Source: an optimization exercise on an open RTL-to-GDS flow (aim: small area). Production flows keep margins and buffers that such runs may drop. In this exercise RTL edits were held to simulation tests only and were not proved equivalent to the original. The clock port is modelled as an ideal driver, which makes a skipped or thinned clock tree look cheaper than it is; a real chip needs a root buffer or a tree. Power is estimated from default activity; no workload was simulated.

## lane 1
// classifier_top
module classifier_top (
  input  wire clk,
  input  wire rst_n,
  input  wire signed [3:0]  x_int4,
  input  wire signed [7:0]  w_int8,
  input  wire new_feat,
  input  wire new_class,
  input  wire [2:0] class_id,
  output reg  signed [19:0] acc20,
  output reg  signed [19:0] max_score,
  output reg  [2:0] max_class
);
Size: about 62 I/O pins, roughly 2900 µm² of cells after synthesis.
clock: 6.5 ns
lec_check: 0
abc_area: 1
cap_margin: 20
core_margin: 2
core_utilization: 40
gpl_timing_driven: 0
slew_margin: 20
standard.sh (not shown) runs the stock make flow with config.mk's settings and CLKGATE_MAP_FILE= SYNTH_SCRIPT=/design/flow/synth_recipe.tcl, a recipe that flattens the netlist after the stock synthesis.
==> flow/flow/run.sh <==
#!/bin/bash
# Standard ORFS layout (the standard.sh, unchanged synthesis), with the port buffers
# that buffer_ports inserts made sky130_fd_sc_hd__buf_1 instead of the default choice.
set -euo pipefail
export BUFFER_PORTS_ARGS="-buffer_cell sky130_fd_sc_hd__buf_1"
bash standard.sh finish > standard_flow.log 2>&1
Modified inputs, lane 2 compared to lane 1
- removing GPL_TIMING_DRIVEN (formerly 0)
==> flow/run.sh (new file) <==
#!/bin/bash
# synth_recipe.tcl (not shown) runs the flow's synth.tcl, then flattens the netlist and writes it again
# the make line also repeats each setting of config.mk as NAME=value (left out here)
make -C /OpenROAD-flow-scripts/flow DESIGN_CONFIG=/design/flow/config.mk WORK_HOME=/design/flow/orfs CLKGATE_MAP_FILE= SYNTH_SCRIPT=/design/flow/synth_recipe.tcl finish
removed: flow/flow/run.sh
removed: flow/standard.sh
- Taking lane 1 as the reference point, the switching share of power of lane 2 falls by 3.3 points.
- Going from lane 1 to lane 2, cell internal power dissipation grows by about 15%.
- Changes observed in lane 2 relative to lane 1: post-synthesis to final-layout area growth now larger, reported combinational group power now larger, wire length now larger, via count now larger.
- On mux cell area share after synthesis, lane 1 tracks lane 2 almost exactly.
- First-iteration DRC count delta for lane 2 relative to lane 1: about 24% higher
- Lane 2 — post-placement worst setup slack 0.35 ns lower, lane 1 as reference
- Looking at startpoint of the worst setup timing path, the new_class result is from lane 1; the x_int4[2] one comes from lane 2.
- Looking at post-route worst setup slack across both flows, lane 2 is the weaker of the two, with lane 1 ahead.

---

run a:
classifier_top, a different RTL version from the one above (not shown whole).
Size: about 62 I/O pins, roughly 2800 um2 of cells after synthesis.
Design classifier_top, start of the top module:
module classifier_top (
  input  wire clk,
  input  wire rst_n,
  input  wire signed [3:0]  x_int4,
  input  wire signed [7:0]  w_int8,
  input  wire new_feat,
  input  wire new_class,
  input  wire [2:0] class_id,
  output reg  signed [19:0] acc20,
  output reg  signed [19:0] max_score,
  output reg  [2:0] max_class
);
  wire en1;
  c_nor2b u_en1 (new_class, new_feat, en1);
  wire one2;
  c_and2 u_one2 (x_int4[0], en1, one2);
  wire two3;
  c_and3b u_two3 (x_int4[0], x_int4[1], en1, two3);
  wire neg4;
  c_and2 u_neg4 (x_int4[1], en1, neg4);
  wire one5;
  c_xor2 u_one5 (x_int4[1], x_int4[2], one5);
  wire one6;
  c_and2 u_one6 (one5, en1, one6);
  wire two7;
  c_xnor2 u_two7 (x_int4[2], x_int4[1], two7);
  wire two8;
  c_xor2 u_two8 (x_int4[3], x_int4[2], two8);
  wire two9;
  c_and3 u_two9 (two7, two8, en1, two9);
  wire neg10;
  c_and2 u_neg10 (x_int4[3], en1, neg10);
  wire sel11;
  c_nand2 u_sel11 (one2, w_int8[0], sel11);
  wire pp12;
  c_xnor2 u_pp12 (sel11, neg4, pp12);
  wire sel13;
  c_a22oi u_sel13 (one2, w_int8[1], two3, w_int8[0], sel13);
  wire pp14;
  c_xnor2 u_pp14 (sel13, neg4, pp14);
  wire sel15;
  c_a22oi u_sel15 (one2, w_int8[2], two3, w_int8[1], sel15);
  wire pp16;
  c_xnor2 u_pp16 (sel15, neg4, pp16);
  wire sel17;
  c_a22oi u_sel17 (one2, w_int8[3], two3, w_int8[2], sel17);
  wire pp18;
  c_xnor2 u_pp18 (sel17, neg4, pp18);
  wire sel19;
  c_a22oi u_sel19 (one2, w_int8[4], two3, w_int8[3], sel19);
  wire pp20;
  c_xnor2 u_pp20 (sel19, neg4, pp20);
  wire sel21;
  c_a22oi u_sel21 (one2, w_int8[5], two3, w_int8[4], sel21);
  wire pp22;
  c_xnor2 u_pp22 (sel21, neg4, pp22);
  wire sel23;
  c_a22oi u_sel23 (one2, w_int8[6], two3, w_int8[5], sel23);
  wire pp24;
  c_xnor2 u_pp24 (sel23, neg4, pp24);
  wire sel25;
  c_a22oi u_sel25 (one2, w_int8[7], two3, w_int8[6], sel25);
  wire pp26;
  ...
clock: 6.5 ns
lec_check: 0
cap_margin: 20
core_margin: 2
core_utilization: 40
gpl_timing_driven: 0
setup_slack_margin: -0.3
slew_margin: 20
synth_hierarchical: 1
synth_minimum_keep_size: 0
==> flow/flow/run.sh <==
#!/bin/bash
# The standard layout (standard.sh) with these changes to how the layout is made:
#  - the port buffers that buffer_ports inserts are sky130_fd_sc_hd__buf_1;
#  - clock tree synthesis inserts no dummy loads, and its tree (a root buffer and leaf
#    buffers) is then reduced to 3 leaf buffers (collapse.tcl), each register still clocked
#    through the root and one leaf;
#  - the reset port's buffer is made sky130_fd_sc_hd__buf_4 before repair_design (rst.tcl),
#    since it drives every register's reset;
#  - after the standard synthesis (run unchanged), combinational cells that synthesis
#    upsized are set back to their smallest drive strength (downsize.tcl); the floorplan's
#    timing repair and the later repair steps upsize again wherever timing needs it.
# Each tool's output goes to its own log file here.
set -euo pipefail
export BUFFER_PORTS_ARGS="-buffer_cell sky130_fd_sc_hd__buf_1"
export CTS_ARGS="-sink_clustering_enable -repair_clock_nets -dont_use_dummy_load"
export POST_CTS_TCL=$PWD/flow/collapse.tcl CLK_KEEP=3
export PRE_RESIZE_TCL=$PWD/flow/rst.tcl RST_BUF_CELL=sky130_fd_sc_hd__buf_4
export CLK_LEAF_CELL=sky130_fd_sc_hd__clkbuf_8 CLK_ROOT_CELL=sky130_fd_sc_hd__clkbuf_4
bash standard.sh synth > synth.log 2>&1
export RESULTS=orfs/results/sky130hd/classifier_top/base
openroad -no_init -exit flow/downsize.tcl > downsize.log 2>&1
bash standard.sh finish > standard_flow.log 2>&1
Other scripts of this flow, unchanged in this note and not shown: flow/flow/collapse.tcl, flow/flow/downsize.tcl, flow/flow/rst.tcl
The following lists how run b was set up differently from run a:
# run a
export LEC_CHECK = 0
export CAP_MARGIN = 20
export CORE_MARGIN = 2
export CORE_UTILIZATION = 40
export GPL_TIMING_DRIVEN = 0
export SETUP_SLACK_MARGIN = -0.3
export SLEW_MARGIN = 20
export SYNTH_HIERARCHICAL = 1
export SYNTH_MINIMUM_KEEP_SIZE = 0
create_clock -name core_clock -period 6.5 [get_ports {clk}]
# run b
export LEC_CHECK = 0
export CAP_MARGIN = 20
export CORE_MARGIN = 2
export CORE_UTILIZATION = 40
export GPL_TIMING_DRIVEN = 0
export SETUP_SLACK_MARGIN = -0.45
export SLEW_MARGIN = 20
export SYNTH_HIERARCHICAL = 1
export SYNTH_MINIMUM_KEEP_SIZE = 0
create_clock -name core_clock -period 6.5 [get_ports {clk}]
Findings:
- Run b closes out successfully: all stages finished, all timing, DRC and antenna checks passed.
- In terms of count of filler cells inserted in the layout, run b and run a differ only marginally.
- Compared with run a, run b has less setup slack.
- There was hardly any difference in final total power between run a and run b.

---

Another version of the RTL of classifier_top (not shown whole).
Size in the first run: ~62 I/O pins, roughly 2600 µm² of cells after synthesis.
==> flow/config.mk <==
export PLATFORM = sky130hd
export DESIGN_NAME = classifier_top
export DESIGN_NICKNAME = classifier_top
export VERILOG_FILES = /design/flow/design.v
export SDC_FILE = /design/flow/constraint.sdc
export NUM_CORES = 4
export LEC_CHECK = 0
export CAP_MARGIN = 20
export CORE_MARGIN = 2
export CORE_UTILIZATION = 40
export GPL_TIMING_DRIVEN = 0
export SETUP_SLACK_MARGIN = -0.3
export SLEW_MARGIN = 20
export SYNTH_HIERARCHICAL = 1
export SYNTH_MINIMUM_KEEP_SIZE = 0
==> flow/constraint.sdc <==
create_clock -name core_clock -period 6.5 [get_ports {clk}]
set_input_delay 1.3000 -clock core_clock [delete_from_list [all_inputs] [get_ports {clk}]]
set_output_delay 1.3000 -clock core_clock [all_outputs]
set_load 0.01 [all_outputs]
==> flow/flow/run.sh <==
#!/bin/bash
# The standard layout (standard.sh) with these changes to how the layout is made:
#  - the port buffers that buffer_ports inserts are sky130_fd_sc_hd__buf_1;
#  - clock tree synthesis inserts no dummy loads, and its tree (a root buffer and leaf
#    buffers) is then reduced to 4 leaf buffers driven by the clock port, each driving a
#    balanced group of registers from the group's centre (collapse.tcl); every register is
#    still clocked through exactly one buffer;
#  - the reset port's buffer is made sky130_fd_sc_hd__buf_4 before repair_design (rst.tcl),
#    since it drives every register's reset;
#  - after the standard synthesis (run unchanged), combinational cells that synthesis
#    upsized are set back to their smallest drive strength (downsize.tcl); the floorplan's
#    timing repair and the later repair steps upsize again wherever timing needs it.
# Each tool's output goes to its own log file here.
set -euo pipefail
export BUFFER_PORTS_ARGS="-buffer_cell sky130_fd_sc_hd__buf_1"
export CTS_ARGS="-sink_clustering_enable -repair_clock_nets -dont_use_dummy_load"
export POST_CTS_TCL=$PWD/flow/collapse.tcl CLK_KEEP=4
export PRE_RESIZE_TCL=$PWD/flow/rst.tcl RST_BUF_CELL=sky130_fd_sc_hd__buf_4
export CLK_LEAF_CELL=sky130_fd_sc_hd__clkbuf_4 CLK_ROOT_CELL=none
bash standard.sh synth > synth.log 2>&1
export RESULTS=orfs/results/sky130hd/classifier_top/base
openroad -no_init -exit flow/downsize.tcl > downsize.log 2>&1
bash standard.sh finish > standard_flow.log 2>&1
==> flow/flow/collapse.tcl <==
# Reduce the clock tree that clock_tree_synthesis built (a root buffer feeding leaf buffers)
# to $::env(CLK_KEEP) leaf buffers of $::env(CLK_LEAF_CELL) under a root of
# $::env(CLK_ROOT_CELL) (none: no root, the clock port drives the leaves): the clock sinks are split into that many balanced groups by
# position, each kept leaf drives one group and moves to its centre, and the placement is
# legalized again. Every register is still clocked through the root and one leaf buffer.
set block [ord::get_db_block]
set clk_net [$block findNet clk]
set roots {}
foreach it [$clk_net getITerms] {
  if {[$it isInputSignal]} { lappend roots [$it getInst] }
}
proc inst_xy {inst} {
  set b [$inst getBBox]
  return [list [expr {([$b xMin] + [$b xMax]) / 2}] [expr {([$b yMin] + [$b yMax]) / 2}]]
}
if {[llength $roots] != 1} {
  puts "collapse: clock port feeds [llength $roots] cells; left as is"
  return
}
set root [lindex $roots 0]
set n0 [[$root findITerm X] getNet]
set leaves {}
set sinks {}
foreach it [$n0 getITerms] {
  if {![$it isInputSignal]} { continue }
  set l [$it getInst]
  if {![string match *clkbuf* [[$l getMaster] getName]]} { continue }
  lappend leaves $l
  foreach s [[[$l findITerm X] getNet] getITerms] {
    if {[$s isInputSignal]} { lappend sinks $s }
  }
}
set K [expr {min($::env(CLK_KEEP), [llength $leaves])}]
set N [llength $sinks]
# balanced grouping: sort sinks by x (or y, whichever spread is larger), cut into K runs,
# then sort each run by the other axis is not needed for K <= 3
set xs {}; set ys {}
foreach s $sinks { lassign [inst_xy [$s getInst]] x y; lappend xs $x; lappend ys $y }
set dx [expr {[tcl::mathfunc::max {*}$xs] - [tcl::mathfunc::min {*}$xs]}]
set dy [expr {[tcl::mathfunc::max {*}$ys] - [tcl::mathfunc::min {*}$ys]}]
set axis [expr {$dx >= $dy ? 0 : 1}]
set keyed {}
foreach s $sinks { lappend keyed [list [lindex [inst_xy [$s getInst]] $axis] $s] }
set keyed [lsort -integer -index 0 $keyed]
set kept [lrange $leaves 0 [expr {$K - 1}]]
# detach every sink and drop the leaves not kept
foreach s $sinks { $s disconnect }
foreach l [lrange $leaves $K end] {
  set n1 [[$l findITerm X] getNet]
  [$l findITerm A] disconnect
  [$l findITerm X] disconnect
  odb::dbInst_destroy $l
  odb::dbNet_destroy $n1
}
for {set g 0} {$g < $K} {incr g} {
  set l [lindex $kept $g]
  set net [[$l findITerm X] getNet]
  set lo [expr {($g * $N) / $K}]
  set hi [expr {(($g + 1) * $N) / $K - 1}]
  set sx 0; set sy 0; set cnt 0
  foreach e [lrange $keyed $lo $hi] {
    set s [lindex $e 1]
    $s connect $net
    lassign [inst_xy [$s getInst]] x y
    incr sx $x; incr sy $y; incr cnt
  }
  replace_cell [$l getName] $::env(CLK_LEAF_CELL)
  set cx [expr {$sx / $cnt}]; set cy [expr {$sy / $cnt}]
  set m [$l getMaster]
  $l setLocation [expr {$cx - [$m getWidth] / 2}] [expr {$cy - [$m getHeight] / 2}]
  $l setPlacementStatus PLACED
  puts "collapse: leaf [$l getName] drives $cnt sinks"
}
if {$::env(CLK_ROOT_CELL) == "none"} {
  foreach l $kept {
    [$l findITerm A] disconnect
    [$l findITerm A] connect $clk_net
  }
  [$root findITerm A] disconnect
  [$root findITerm X] disconnect
  odb::dbInst_destroy $root
  odb::dbNet_destroy $n0
} else {
  replace_cell [$root getName] $::env(CLK_ROOT_CELL)
}
detailed_placement
puts "collapse: kept $K of [llength $leaves] leaves for $N sinks"
Other scripts of this flow, unchanged in this note and not shown: flow/flow/downsize.tcl, flow/flow/rst.tcl
Then changed:
--- a/flow/flow/run.sh
+++ b/flow/flow/run.sh
@@ -4,3 +4,3 @@
 #  - clock tree synthesis inserts no dummy loads, and its tree (a root buffer and leaf
-#    buffers) is then reduced to 4 leaf buffers driven by the clock port, each driving a
+#    buffers) is then reduced to 3 leaf buffers driven by the clock port, each driving a
 #    balanced group of registers from the group's centre (collapse.tcl); every register is
@@ -16,5 +16,5 @@
 export CTS_ARGS="-sink_clustering_enable -repair_clock_nets -dont_use_dummy_load"
-export POST_CTS_TCL=$PWD/flow/collapse.tcl CLK_KEEP=4
+export POST_CTS_TCL=$PWD/flow/collapse.tcl CLK_KEEP=3
 export PRE_RESIZE_TCL=$PWD/flow/rst.tcl RST_BUF_CELL=sky130_fd_sc_hd__buf_4
-export CLK_LEAF_CELL=sky130_fd_sc_hd__clkbuf_4 CLK_ROOT_CELL=none
+export CLK_LEAF_CELL=sky130_fd_sc_hd__clkbuf_8 CLK_ROOT_CELL=none
 bash standard.sh synth > synth.log 2>&1
What happened: Sequential power barely changes. Register-to-register slack is worse by 20 ps. Routed wire length stays flat.

afterwards: timing with drivers on the ports:
The flow's constraints put no driver on any port. The routed layouts listed below were extracted and timed again, unchanged, in two steps. Step 1, drivers: a clkbuf_16 drives clk and a buf_2 each remaining input, both assumed. Step 2 adds t to the input delays and takes it off the output delays; t is the mean of the earliest and latest rising clock arrival at the registers after step 1. Input paths then give back, and output paths get back, about the clock's delay inside the block. Slacks: no drivers / after step 1 / after step 2; pairs: no drivers / after step 1.
| run | t, ns | slack for setup (ns) | worst hold slack (ns) | worst setup path at the end |
|---|---|---|---|---|
| lane 1 | 0.324 | 0.221 / 0.211 / -0.112 | 0.496 / 0.496 / 0.496 | input to register |
| lane 2 | 0.317 | 0.159 / 0.164 / -0.153 | 0.503 / 0.503 / 0.503 | input to register |
| run a | 0.351 | 0.381 / 0.382 / 0.032 | 0.508 / 0.508 / 0.508 | input to register |
| run b | 0.351 | 0.254 / 0.256 / -0.095 | 0.508 / 0.508 / 0.508 | input to register |
| the first run of note 3 | 0.205 | 0.270 / 0.287 / 0.083 | 0.503 / 0.502 / 0.502 | input to register |
| the second run of note 3 | 0.189 | 0.241 / 0.261 / 0.073 | 0.500 / 0.500 / 0.500 | input to register |
With both steps, setup timing fails in lane 1, lane 2 and run b, where it was met with ideal ports.
